This is an optimization exercise on Yosys and OpenROAD, whose aim is small area, not a production implementation. Function was checked by simulation only, so behaviour that the tests miss may differ from the original. Power and IR drop assume default switching activity.

==> module voltage_convert, before the edit <==
module voltage_convert(
    input wire clk,
    input wire rst_n,
    input wire [7:0] adc_data,
    input wire adc_data_valid,
    input wire adc_data_first,      
    output reg [7:0] vcode
);
    reg [7:0] tcode;
    reg [2:0] fst;
    wire [7:0] x = adc_data ^ vcode;
    wire [8:0] xx = {1'b0, x};
    wire lowmask = (x & (x + 8'd1)) == 8'd0;
    wire [6:0] eqn = ~(vcode[7:1] ^ vcode[6:0]);      
    wire uniform = &(~xx[8:2] | eqn);
    wire topdiff = &(~(xx[7:1] & ~xx[8:2]) | ~eqn);
    wire close = !adc_data_first || (lowmask && uniform && (topdiff || x == 8'hff));
    wire [7:0] c = adc_data;
    wire [4:0] nsum = {1'b0, c[7:4]} + {1'b0, c[3:0]};
    wire m5 = (nsum == 5'd0) || (nsum == 5'd5) || (nsum == 5'd10) || (nsum == 5'd15) ||
              (nsum == 5'd20) || (nsum == 5'd25) || (nsum == 5'd30);
    wire is_table = (c >= 8'd245) || (c <= 8'd3) || (c >= 8'd125 && c <= 8'd130) ||
                    (c <= 8'd240 && m5);
    always @(posedge clk or negedge rst_n) begin
        if (!rst_n) begin
            fst <= 3'd0;
            vcode <= 8'd0;
            tcode <= 8'd0;
        end else if (!adc_data_valid) begin
            if (fst == 3'd6) fst <= 3'd5;
        end else begin
            if (close)
                fst <= (fst < 3'd4) ? fst + 3'd1 : 3'd6;
            else
                fst <= 3'd0;
            if (fst == 3'd6) begin
                if (is_table)
                    vcode <= adc_data;
                else begin
                    vcode <= tcode;
                    tcode <= adc_data;
                end
            end
        end
    end
endmodule
clock: 50.0 ns
lec_check: 0
abc_area: 1
cap_margin: 20
core_margin: 2
core_utilization: 70
place_density: 0.85
slew_margin: 20
standard.sh (not shown) runs the stock make flow with config.mk's settings and CLKGATE_MAP_FILE= SYNTH_SCRIPT=/design/flow/synth_recipe.tcl, a recipe that flattens the netlist after the stock synthesis.
==> flow/flow/run.sh <==
#!/bin/bash
# Own layout flow: the standard synthesis, then its combinational logic
# re-mapped for area by ABC (registers untouched; several random seeds of
# ABC's &deepsyn, keeping the smallest netlist), then the standard layout
# with small port buffers and a clock tree without dummy loads.
set -euo pipefail
W=$PWD
R=$W/orfs/results/${FLOW_PLATFORM}/main/base
LIB=$FLOW_HOME/platforms/${FLOW_PLATFORM}/lib/sky130_fd_sc_hd__tt_025C_1v80.lib
YOSYS=yosys
if [[ -x $FLOW_HOME/../tools/install/yosys/bin/yosys ]]; then YOSYS=$FLOW_HOME/../tools/install/yosys/bin/yosys; fi

bash standard.sh synth > $W/standard_synth.log 2>&1
cp $R/1_2_yosys.v $W/std_1_2_yosys.v

resyn() {
  local s=$1
  printf 'strash\n&get -n\n&deepsyn -T 10 -S %d\n&put\nstrash\ndch\namap\n' $s > $W/deep_$s.script
  IN=$W/std_1_2_yosys.v OUT=$W/resyn_$s.v LIB=$LIB SCRIPT=$W/deep_$s.script \
    $YOSYS -c $W/flow/resyn.tcl > $W/resyn_yosys_$s.log 2>&1 || true
}
for batch in "0 1 2 3" "4 5 6 7" "8 9 10 11" "12 13 14 15" "16 17 18 19" "20 21 22 23"; do
  for s in $batch; do resyn $s & done
  wait
done

best=""; best_area=""
for s in $(seq 0 23); do
  if [[ -s $W/resyn_$s.v && -s $W/resyn_$s.v.stat ]]; then
    a=$(awk '/Chip area for module/{print $NF}' $W/resyn_$s.v.stat)
    echo "seed $s area $a" >> $W/resyn_choice.log
    if [[ -z "$best" ]] || awk "BEGIN{exit !($a < $best_area)}"; then best=$s; best_area=$a; fi
  fi
done
echo "chosen seed ${best:-none} area ${best_area:-none}" >> $W/resyn_choice.log
if [[ -n "$best" ]]; then
  cp $W/resyn_$best.v $R/1_2_yosys.v
fi
rm -f $R/1_synth.odb $R/1_synth.sdc

# port buffers: the smallest buffer; clock tree: no dummy loads
bash standard.sh "BUFFER_PORTS_ARGS=-buffer_cell sky130_fd_sc_hd__buf_1" \
  "CTS_ARGS=-sink_clustering_enable -repair_clock_nets -dont_use_dummy_load -buf_list sky130_fd_sc_hd__clkbuf_8" \
  finish > $W/standard_layout.log 2>&1
Other scripts of this flow, unchanged in this note and not shown: flow/flow/resyn.tcl
Rerun with:
--- a/flow/design.v
+++ b/flow/design.v
@@ -221,25 +221,17 @@
     input wire adc_data_valid,
     input wire adc_data_first,      
     output reg [7:0] vcode
 );
     reg [7:0] tcode;
     reg [2:0] fst;
-    wire [7:0] x = adc_data ^ vcode;
-    wire [8:0] xx = {1'b0, x};
-    wire lowmask = (x & (x + 8'd1)) == 8'd0;
-    wire [6:0] eqn = ~(vcode[7:1] ^ vcode[6:0]);      
-    wire uniform = &(~xx[8:2] | eqn);
-    wire topdiff = &(~(xx[7:1] & ~xx[8:2]) | ~eqn);
-    wire close = !adc_data_first || (lowmask && uniform && (topdiff || x == 8'hff));
+    wire [7:0] diff = adc_data - vcode;
+    wire close = !adc_data_first || diff == 8'd0 || diff == 8'd1 || diff == 8'hff;
     wire [7:0] c = adc_data;
-    wire [4:0] nsum = {1'b0, c[7:4]} + {1'b0, c[3:0]};
-    wire m5 = (nsum == 5'd0) || (nsum == 5'd5) || (nsum == 5'd10) || (nsum == 5'd15) ||
-              (nsum == 5'd20) || (nsum == 5'd25) || (nsum == 5'd30);
-    wire is_table = (c >= 8'd245) || (c <= 8'd3) || (c >= 8'd125 && c <= 8'd130) ||
-                    (c <= 8'd240 && m5);
+    wire [255:0] table_codes = 256'hffe10842108421084210842108421087e108421084210842108421084210842f;
+    wire is_table = table_codes[c];
     always @(posedge clk or negedge rst_n) begin
         if (!rst_n) begin
             fst <= 3'd0;
             vcode <= 8'd0;
             tcode <= 8'd0;
         end else if (!adc_data_valid) begin
=> The new run finished clean. Power rose by 0.42%. Utilization rose by 0.67 points. Die area rose by 1.4%. Design area rose by 1.4%. Critical path depth fell by 2. Clock power rose by about 1%. Global-route usage rose by 0.84 points. Synthesized area rose by 1.5%. Maximum frequency rose by 2.1%. Routed wire length rose by 2.9%. Hold slack hardly moves.

-- re-timing with driven ports --
No port has a modelled driver above. Below, the same layouts with a new extraction and two added sets of constraints. Step 1: set_driving_cell puts a clkbuf_16 on clk and a buf_2 on each other input, an assumption about the parent block. Step 2 adds t to the input delays and takes it off the output delays; t is the mean of the earliest and latest rising clock arrival at the registers after step 1. Input paths then give back, and output paths get back, about the clock's delay inside the block. Three values: ideal ports, drivers, drivers and shift; two values: the first two.
run | t (ns) | setup slack, ns | worst hold slack (ns) | pins driven straight from the clock port
the first run | 0.376 | 37.216 / 37.184 / 37.560 | 0.369 / 0.369 / 0.369 | 1
the second run | 0.381 | 37.475 / 37.440 / 37.821 | 0.372 / 0.372 / 0.372 | 1
After both steps every run listed still meets setup and hold.
